Source: an optimization exercise on an open RTL-to-GDS flow (aim: small area, a short achievable clock period and few clock cycles per item). Production flows keep margins and buffers that such runs may drop.
Power is estimated from default activity; no workload was simulated.

==> delta: inputs <==
==> flow/design.v <==
module muldiv(clk, reset, CtoM, CtoD, A, B, High, Low, MtoC, DtoC, DivZero);
  input clk;
  input reset;
  input CtoM;
  input CtoD;
  input [31:0] A;
  input [31:0] B;
  output [31:0] High;
  output [31:0] Low;
  output MtoC;
  output DtoC;
  output DivZero;
  reg s_abs, s_setup, s_iter, s_fix;
  reg [31:0] H, L, M;
  reg [5:0] cnt;
  reg [4:0] shamt;
  reg ashort, bzero;
  reg isdiv, sA, sB;
  reg mdone, ddone, dzero;
  assign High = H;
  assign Low = L;
  assign MtoC = mdone;
  assign DtoC = ddone;
  assign DivZero = dzero;
  function [5:0] blen;
    input [31:0] x;
    reg [15:0] h;
    reg [7:0] q;
    reg [3:0] o;
    reg [1:0] t;
    reg [4:0] z;
    begin
      z[4] = (x[31:16] == 16'd0);
      h = z[4] ? x[15:0] : x[31:16];
      z[3] = (h[15:8] == 8'd0);
      q = z[3] ? h[7:0] : h[15:8];
      z[2] = (q[7:4] == 4'd0);
      o = z[2] ? q[3:0] : q[7:4];
      z[1] = (o[3:2] == 2'd0);
      t = z[1] ? o[1:0] : o[3:2];
      z[0] = !t[1];
      blen = (x == 32'd0) ? 6'd0 : (6'd32 - {1'b0, z});
    end
  endfunction
  function [5:0] alen;
    input [31:0] x;
    reg [31:0] c;
    begin
      c = x ^ {32{x[31]}};
      alen = blen(c) + {5'd0, x[31] && ((c[31:1] & ~c[30:0]) == 31'd0)};
    end
  endfunction
  wire [5:0] la = alen(L);
  wire [5:0] lb = alen(H);
  wire a_sh = (la <= lb);
  wire [5:0] n = a_sh ? la : lb;
  wire [5:0] ldiff = la - lb;
  wire [5:0] nshift = 6'd32 - n;
  wire [31:0] sh_in = (!isdiv && ashort) ? L : H;
  wire [31:0] sh_out = sh_in << shamt;
  wire mstep = s_iter && !isdiv;
  wire dstep = s_iter && isdiv;
  wire [31:0] ax = mstep ? {L[30:0], 1'b0} :
                   (s_abs ? (L ^ {32{sA}}) : (dstep ? L : ~L));
  wire [31:0] ay = mstep ? (H[31] ? M : 32'd0) : (dstep ? ~M : 32'd0);
  wire acin = s_abs ? sA : !mstep;
  wire [32:0] asum = {1'b0, ax} + {1'b0, ay} + {32'd0, acin};
  wire ac = asum[32];
  wire [31:0] hx = mstep ? {H[30:0], L[31]} : (s_abs ? (H ^ {32{sB}}) : ~H);
  wire [31:0] hx1 = hx + 32'd1;
  wire lzero = (L == 32'd0);
  wire hci = s_abs ? sB : (mstep ? ac : (isdiv || lzero));
  wire [31:0] hsum = hci ? hx1 : hx;
  wire negH = sA ^ sB;
  wire negL = isdiv ? sA : (sA ^ sB);
  wire last = (cnt == 6'd1);
  wire czero = (cnt == 6'd0);
  always @(posedge clk) begin
    mdone <= 1'b0;
    ddone <= 1'b0;
    if (reset) begin
      s_abs <= 1'b0;
      s_setup <= 1'b0;
      s_iter <= 1'b0;
      s_fix <= 1'b0;
      dzero <= 1'b0;
    end
    else begin
      if (CtoM || CtoD) begin
        H <= B;
        L <= A;
        sA <= A[31];
        sB <= B[31];
        isdiv <= CtoD;
        s_abs <= 1'b1;
      end
      if (s_abs) begin
        L <= asum[31:0];
        H <= hsum;
        ashort <= a_sh;
        bzero <= (lb == 6'd0);
        if (isdiv) begin
          shamt <= ldiff[4:0];
          cnt <= (la < lb) ? 6'd0 : ldiff + 6'd1;
        end
        else begin
          shamt <= nshift[4:0];
          cnt <= n;
        end
        s_abs <= 1'b0;
        s_setup <= 1'b1;
      end
      if (s_setup) begin
        s_setup <= 1'b0;
        if (!isdiv) begin
          M <= ashort ? H : L;
          H <= czero ? 32'd0 : sh_out;
          L <= 32'd0;
          if (czero) mdone <= 1'b1;
          else s_iter <= 1'b1;
        end
        else begin
          M <= sh_out;
          H <= 32'd0;
          dzero <= bzero;
          if (bzero) ddone <= 1'b1;
          else if (czero) begin
            if (sA) s_fix <= 1'b1;
            else ddone <= 1'b1;
          end
          else s_iter <= 1'b1;
        end
      end
      if (s_iter) begin
        cnt <= cnt - 6'd1;
        if (isdiv) begin
          if (ac) L <= asum[31:0];
          H <= {H[30:0], ac};
          M <= {1'b0, M[31:1]};
        end
        else begin
          L <= asum[31:0];
          H <= hsum;
        end
        if (last) begin
          s_iter <= 1'b0;
          if (isdiv ? (sA || sB) : (sA ^ sB)) s_fix <= 1'b1;
          else begin
            mdone <= !isdiv;
            ddone <= isdiv;
          end
        end
      end
      if (s_fix) begin
        if (negL) L <= asum[31:0];
        if (negH) H <= hsum;
        s_fix <= 1'b0;
        mdone <= !isdiv;
        ddone <= isdiv;
      end
    end
  end
endmodule
==> flow/run.sh <==
#!/bin/bash
# synth_recipe.tcl (not shown) runs the flow's synth.tcl, then flattens the netlist and writes it again
# the make line also repeats each setting of config.mk as NAME=value (left out here)
make -C /OpenROAD-flow-scripts/flow DESIGN_CONFIG=/design/flow/config.mk WORK_HOME=/design/flow/orfs CLKGATE_MAP_FILE= SYNTH_SCRIPT=/design/flow/synth_recipe.tcl finish
==> flow/config.mk <==
export PLATFORM = sky130hd
export DESIGN_NAME = muldiv
export DESIGN_NICKNAME = muldiv
export VERILOG_FILES = /design/flow/design.v
export SDC_FILE = /design/flow/constraint.sdc
export NUM_CORES = 4
export LEC_CHECK = 0
export ABC_CLOCK_PERIOD_IN_PS = 3000
export CAP_MARGIN = 20
export CORE_MARGIN = 2
export CORE_UTILIZATION = 40
export SETUP_SLACK_MARGIN = 5.0
export SLEW_MARGIN = 20
==> flow/constraint.sdc <==
create_clock -name core_clock -period 8.0 [get_ports {clk}]
set_input_delay 1.6000 -clock core_clock [delete_from_list [all_inputs] [get_ports {clk}]]
set_output_delay 1.6000 -clock core_clock [all_outputs]
set_load 0.01 [all_outputs]
==> inputs of pepper, as changes to delta <==
==> flow/design.v, changed modules only <==
module muldiv(clk, reset, CtoM, CtoD, A, B, High, Low, MtoC, DtoC, DivZero);
  input clk;
  input reset;
  input CtoM;
  input CtoD;
  input [31:0] A;
  input [31:0] B;
  output [31:0] High;
  output [31:0] Low;
  output MtoC;
  output DtoC;
  output DivZero;
  reg s_abs, s_setup, s_iter, s_fix;
  reg [31:0] H, L;
  reg [32:0] M;
  reg [4:0] cnt, shamt;
  reg ashort, zflag, bzero;
  reg isdiv, sA, sB;
  reg mdone, ddone, dzero;
  assign High = H;
  assign Low = L;
  assign MtoC = mdone;
  assign DtoC = ddone;
  assign DivZero = dzero;
  function [5:0] lzc;
    input [31:0] x;
    reg [15:0] h;
    reg [7:0] q;
    reg [3:0] o;
    reg [1:0] t;
    reg [4:0] z;
    begin
      z[4] = (x[31:16] == 16'd0);
      h = z[4] ? x[15:0] : x[31:16];
      z[3] = (h[15:8] == 8'd0);
      q = z[3] ? h[7:0] : h[15:8];
      z[2] = (q[7:4] == 4'd0);
      o = z[2] ? q[3:0] : q[7:4];
      z[1] = (o[3:2] == 2'd0);
      t = z[1] ? o[1:0] : o[3:2];
      z[0] = !t[1];
      lzc = (x == 32'd0) ? 6'd32 : {1'b0, z};
    end
  endfunction
  wire [31:0] uA = sA ? {L[30:0], 1'b1} : L;
  wire [31:0] wB = (sB && !isdiv) ? {H[30:0], 1'b1} : {H[31:1], H[0] | sB};
  wire [5:0] zA = lzc(uA);
  wire [5:0] zB = lzc(wB);
  wire [6:0] zd = {1'b0, zB} - {1'b0, zA};
  wire zd_neg = zd[6];
  wire [31:0] sh_in = (!isdiv && ashort) ? L : H;
  wire [32:0] sh_out = {1'b0, sh_in} << shamt;
  wire mstep = s_iter && !isdiv;
  wire dstep = s_iter && isdiv;
  wire [31:0] ax = (mstep ? {L[30:0], 1'b0} : L) ^ {32{s_fix}};
  wire [31:0] ay = (M[31:0] & {32{(mstep && H[31]) || dstep}}) ^ {32{dstep}};
  wire acin = s_abs ? sA : (dstep || s_fix);
  wire [32:0] asum = {1'b0, ax} + {1'b0, ay} + {32'd0, acin};
  wire ac = asum[32];
  wire ge = ac && !M[32];
  wire [31:0] hx = (s_iter ? {H[30:0], L[31] && !isdiv} : H) ^ {32{s_fix}};
  wire [31:0] hx1 = hx + 32'd1;
  wire hci = s_abs ? sB : (mstep ? ac : (dstep ? ge : (isdiv || (L == 32'd0))));
  wire [31:0] hsum = hci ? hx1 : hx;
  wire negH = sA ^ sB;
  wire negL = isdiv ? sA : (sA ^ sB);
  wire last = (cnt == 5'd31);
  always @(posedge clk) begin
    mdone <= 1'b0;
    ddone <= 1'b0;
    if (reset) begin
      s_abs <= 1'b0;
      s_setup <= 1'b0;
      s_iter <= 1'b0;
      s_fix <= 1'b0;
      dzero <= 1'b0;
    end
    else begin
      if (CtoM || CtoD) begin
        L <= A ^ {32{A[31]}};
        H <= B ^ {32{B[31]}};
        sA <= A[31];
        sB <= B[31];
        isdiv <= CtoD;
        s_abs <= 1'b1;
      end
      if (s_abs) begin
        L <= asum[31:0];
        H <= hsum;
        ashort <= zd_neg;
        bzero <= zB[5];
        if (isdiv) begin
          shamt <= zd[4:0];
          cnt <= ~zd[4:0];
          zflag <= zd_neg;
        end
        else begin
          shamt <= zd_neg ? zA[4:0] : zB[4:0];
          cnt <= zd_neg ? zA[4:0] : zB[4:0];
          zflag <= zd_neg ? zA[5] : zB[5];
        end
        s_abs <= 1'b0;
        s_setup <= 1'b1;
      end
      if (s_setup) begin
        s_setup <= 1'b0;
        if (!isdiv) begin
          M <= {1'b0, ashort ? H : L};
          H <= zflag ? 32'd0 : sh_out[31:0];
          L <= 32'd0;
          if (zflag) mdone <= 1'b1;
          else s_iter <= 1'b1;
        end
        else begin
          M <= sh_out;
          H <= 32'd0;
          dzero <= bzero;
          if (bzero) ddone <= 1'b1;
          else if (zflag) begin
            if (sA) s_fix <= 1'b1;
            else ddone <= 1'b1;
          end
          else s_iter <= 1'b1;
        end
      end
      if (s_iter) begin
        cnt <= cnt + 5'd1;
        if (isdiv) begin
          if (ge) L <= asum[31:0];
          H <= hsum;
          M <= {1'b0, M[32:1]};
        end
        else begin
          L <= asum[31:0];
          H <= hsum;
        end
        if (last) begin
          s_iter <= 1'b0;
          if (isdiv ? (sA || sB) : (sA ^ sB)) s_fix <= 1'b1;
          else begin
            mdone <= !isdiv;
            ddone <= isdiv;
          end
        end
      end
      if (s_fix) begin
        if (negL) L <= asum[31:0];
        if (negH) H <= hsum;
        s_fix <= 1'b0;
        mdone <= !isdiv;
        ddone <= isdiv;
      end
    end
  end
endmodule
--- a/flow/config.mk
+++ b/flow/config.mk
@@ -6,8 +6,6 @@
 export NUM_CORES = 4
 export LEC_CHECK = 0
-export ABC_CLOCK_PERIOD_IN_PS = 3000
 export CAP_MARGIN = 20
 export CORE_MARGIN = 2
 export CORE_UTILIZATION = 40
-export SETUP_SLACK_MARGIN = 5.0
 export SLEW_MARGIN = 20
==> inputs of cedar, as changes to delta <==
==> flow/design.v, changed modules only <==
module muldiv(clk, reset, CtoM, CtoD, A, B, High, Low, MtoC, DtoC, DivZero);
  input clk;
  input reset;
  input CtoM;
  input CtoD;
  input [31:0] A;
  input [31:0] B;
  output [31:0] High;
  output [31:0] Low;
  output MtoC;
  output DtoC;
  output DivZero;
  reg s_abs, s_setup, s_iter, s_fix;
  reg [31:0] H, L;
  reg [32:0] M;
  reg [4:0] cnt, shamt;
  reg za5, zb5;
  reg isdiv, sA, sB;
  reg mdone, ddone, dzero;
  assign High = H;
  assign Low = L;
  assign MtoC = mdone;
  assign DtoC = ddone;
  assign DivZero = dzero;
  function [5:0] lzc;
    input [31:0] x;
    reg [7:0] nz;
    reg [1:0] c [0:7];
    reg [3:0] v;
    integer i;
    begin
      for (i = 0; i < 8; i = i + 1) begin
        v = x[4*i +: 4];
        nz[i] = |v;
        c[i] = v[3] ? 2'd0 : v[2] ? 2'd1 : v[1] ? 2'd2 : 2'd3;
      end
      lzc = nz[7] ? {3'd0, c[7]} :
            nz[6] ? {3'd1, c[6]} :
            nz[5] ? {3'd2, c[5]} :
            nz[4] ? {3'd3, c[4]} :
            nz[3] ? {3'd4, c[3]} :
            nz[2] ? {3'd5, c[2]} :
            nz[1] ? {3'd6, c[1]} :
            nz[0] ? {3'd7, c[0]} : 6'd32;
    end
  endfunction
  function [32:0] add32;
    input [31:0] a;
    input [31:0] b;
    input ci;
    reg [31:0] g, p, gg, pp;
    integer i, l;
    begin
      g = a & b;
      p = a ^ b;
      gg = g;
      pp = p;
      gg[0] = g[0] | (p[0] & ci);
      for (l = 0; l < 5; l = l + 1)
        for (i = 0; i < 32; i = i + 1)
          if ((i >> l) & 1) begin
            gg[i] = gg[i] | (pp[i] & gg[((i >> l) << l) - 1]);
            pp[i] = pp[i] & pp[((i >> l) << l) - 1];
          end
      add32 = {gg[31], p ^ {gg[30:0], ci}};
    end
  endfunction
  function [31:0] inc32;
    input [31:0] x;
    reg [31:0] pp;
    integer i, l;
    begin
      pp = x;
      for (l = 0; l < 5; l = l + 1)
        for (i = 0; i < 32; i = i + 1)
          if ((i >> l) & 1)
            pp[i] = pp[i] & pp[((i >> l) << l) - 1];
      inc32 = x ^ {pp[30:0], 1'b1};
    end
  endfunction
  wire [31:0] uA = sA ? {L[30:0], 1'b1} : L;
  wire [31:0] wB = (sB && !isdiv) ? {H[30:0], 1'b1} : {H[31:1], H[0] | sB};
  wire [5:0] zA_n = lzc(uA);
  wire [5:0] zB_n = lzc(wB);
  wire [5:0] zA = {za5, shamt};
  wire [5:0] zB = {zb5, cnt};
  wire [6:0] zd = {1'b0, zB} - {1'b0, zA};
  wire ash = zd[6];
  wire [4:0] amt = isdiv ? zd[4:0] : (ash ? zA[4:0] : zB[4:0]);
  wire zflag = isdiv ? ash : (ash ? za5 : zb5);
  wire [31:0] sh_in = (!isdiv && ash) ? L : H;
  wire [32:0] sh_out = {1'b0, sh_in} << amt;
  wire mstep = s_iter && !isdiv;
  wire dstep = s_iter && isdiv;
  wire [31:0] ax = (mstep ? {L[30:0], 1'b0} : L) ^ {32{s_fix}};
  wire [31:0] ay = (M[31:0] & {32{(mstep && H[31]) || dstep}}) ^ {32{dstep}};
  wire acin = s_abs ? sA : (dstep || s_fix);
  wire [32:0] asum = add32(ax, ay, acin);
  wire ac = asum[32];
  wire ge = ac && !M[32];
  wire [31:0] hx = (s_iter ? {H[30:0], L[31] && !isdiv} : H) ^ {32{s_fix}};
  wire [31:0] hx1 = inc32(hx);
  wire hci = s_abs ? sB : (mstep ? ac : (dstep ? ge : (isdiv || (L == 32'd0))));
  wire [31:0] hsum = hci ? hx1 : hx;
  wire negH = sA ^ sB;
  wire negL = isdiv ? sA : (sA ^ sB);
  wire last = (cnt == 5'd31);
  always @(posedge clk) begin
    mdone <= 1'b0;
    ddone <= 1'b0;
    if (reset) begin
      s_abs <= 1'b0;
      s_setup <= 1'b0;
      s_iter <= 1'b0;
      s_fix <= 1'b0;
      dzero <= 1'b0;
    end
    else begin
      if (CtoM || CtoD) begin
        L <= A ^ {32{A[31]}};
        H <= B ^ {32{B[31]}};
        sA <= A[31];
        sB <= B[31];
        isdiv <= CtoD;
        s_abs <= 1'b1;
      end
      if (s_abs) begin
        L <= asum[31:0];
        H <= hsum;
        {za5, shamt} <= zA_n;
        {zb5, cnt} <= zB_n;
        s_abs <= 1'b0;
        s_setup <= 1'b1;
      end
      if (s_setup) begin
        s_setup <= 1'b0;
        cnt <= isdiv ? ~amt : amt;
        if (!isdiv) begin
          M <= {1'b0, ash ? H : L};
          H <= zflag ? 32'd0 : sh_out[31:0];
          L <= 32'd0;
          if (zflag) mdone <= 1'b1;
          else s_iter <= 1'b1;
        end
        else begin
          M <= sh_out;
          H <= 32'd0;
          dzero <= zb5;
          if (zb5) ddone <= 1'b1;
          else if (zflag) begin
            if (sA) s_fix <= 1'b1;
            else ddone <= 1'b1;
          end
          else s_iter <= 1'b1;
        end
      end
      if (s_iter) begin
        cnt <= cnt + 5'd1;
        if (isdiv) begin
          if (ge) L <= asum[31:0];
          H <= hsum;
          M <= {1'b0, M[32:1]};
        end
        else begin
          L <= asum[31:0];
          H <= hsum;
        end
        if (last) begin
          s_iter <= 1'b0;
          if (isdiv ? (sA || sB) : (sA ^ sB)) s_fix <= 1'b1;
          else begin
            mdone <= !isdiv;
            ddone <= isdiv;
          end
        end
      end
      if (s_fix) begin
        if (negL) L <= asum[31:0];
        if (negH) H <= hsum;
        s_fix <= 1'b0;
        mdone <= !isdiv;
        ddone <= isdiv;
      end
    end
  end
endmodule
--- a/flow/config.mk
+++ b/flow/config.mk
@@ -10,4 +10,4 @@
 export CORE_MARGIN = 2
 export CORE_UTILIZATION = 40
-export SETUP_SLACK_MARGIN = 5.0
+export SETUP_SLACK_MARGIN = 4.5
 export SLEW_MARGIN = 20
==> tab_implementation.tex <==
\begin{tabular}{lr}
\hline
Metric & Value \\
\hline
\multicolumn{2}{l}{\textbf{Run status}} \\
\quad Result of the run & finished clean \\
\multicolumn{2}{l}{\textbf{Timing}} \\
\quad PnR worst setup slack & 2.39 ns \\
\multicolumn{2}{l}{\textbf{Pwr}} \\
\quad Overall Power & $\sim$0.0047 W \\
\multicolumn{2}{l}{\textbf{Cells and area}} \\
\quad Synth-to-Final Area Change & 43.0\% \\
\hline
\end{tabular}
# the run above: delta

==> tab_implementation.tex <==
\begin{tabular}{lr}
\hline
Metric & Value \\
\hline
\multicolumn{2}{l}{\textbf{Run status}} \\
\quad Result of the run & finished clean \\
\multicolumn{2}{l}{\textbf{Worst hold path}} \\
\quad Hold Path Cell Cnt & 2 \\
\multicolumn{2}{l}{\textbf{Synth}} \\
\quad Fraction of the yosys area taken by sequential cells & 0.223 \\
\multicolumn{2}{l}{\textbf{Cells and area}} \\
\quad Register with the most flip-flops & M \\
\quad Synth-to-Final Area Change & 50.7\% \\
\quad Final design instance area without fill & about 24000 um\^{}2 \\
\multicolumn{2}{l}{\textbf{Timing}} \\
\quad PnR worst setup slack & approximately 3.9 ns \\
\hline
\end{tabular}
# the run above: cedar

==> tab_implementation.tex <==
\begin{tabular}{lr}
\hline
Metric & Value \\
\hline
\multicolumn{2}{l}{\textbf{Timing}} \\
\quad Sum Neg Setup Slack & 0 ns \\
\multicolumn{2}{l}{\textbf{Pwr}} \\
\quad Power dissipated in combinational cells & $\sim$0.0013 W \\
\multicolumn{2}{l}{\textbf{Cells and area}} \\
\quad Synth-to-Final Area Change & 13.4\% \\
\quad Number of cells in the finished layout apart from fillers & 2358 \\
\multicolumn{2}{l}{\textbf{Run status}} \\
\quad Result of the run & finished clean \\
\multicolumn{2}{l}{\textbf{Critical path}} \\
\quad Critical-path maximum fanout & 30 \\
\hline
\end{tabular}
# the run above: pepper

No functional check of the RTL was part of any run of this note.

-- re-timing with driven ports --
How much do the figures lean on ideal ports? The routed layouts below were timed once more, with nothing changed but the port constraints. Step 1: set_driving_cell puts a clkbuf_16 on clk and a buf_2 on each other input, an assumption about the parent block. Step 2 moves the port delays by t, midway between the first and last clock arrival at a register: inputs arrive t later, outputs are due t later. That takes back most of the time a late clock gives input paths. a / b / c = ideal / step 1 / step 2; a / b = the first two.
run	shift t [ns]	setup slack, ns	worst setup path after step 2	worst register clock-pin slew, ns
delta	0.519	2.393 / 2.393 / 2.393	register to register	0.07 / 0.07
pepper	0.511	2.052 / 2.052 / 2.052	register to register	0.08 / 0.08
cedar	0.528	3.854 / 3.854 / 3.745	input to register	0.07 / 0.07
After both steps every run listed still meets setup and hold. For cedar, which loses most, drivers alone change the setup slack by 0.000 ns; drivers and shift together by -0.109 ns.
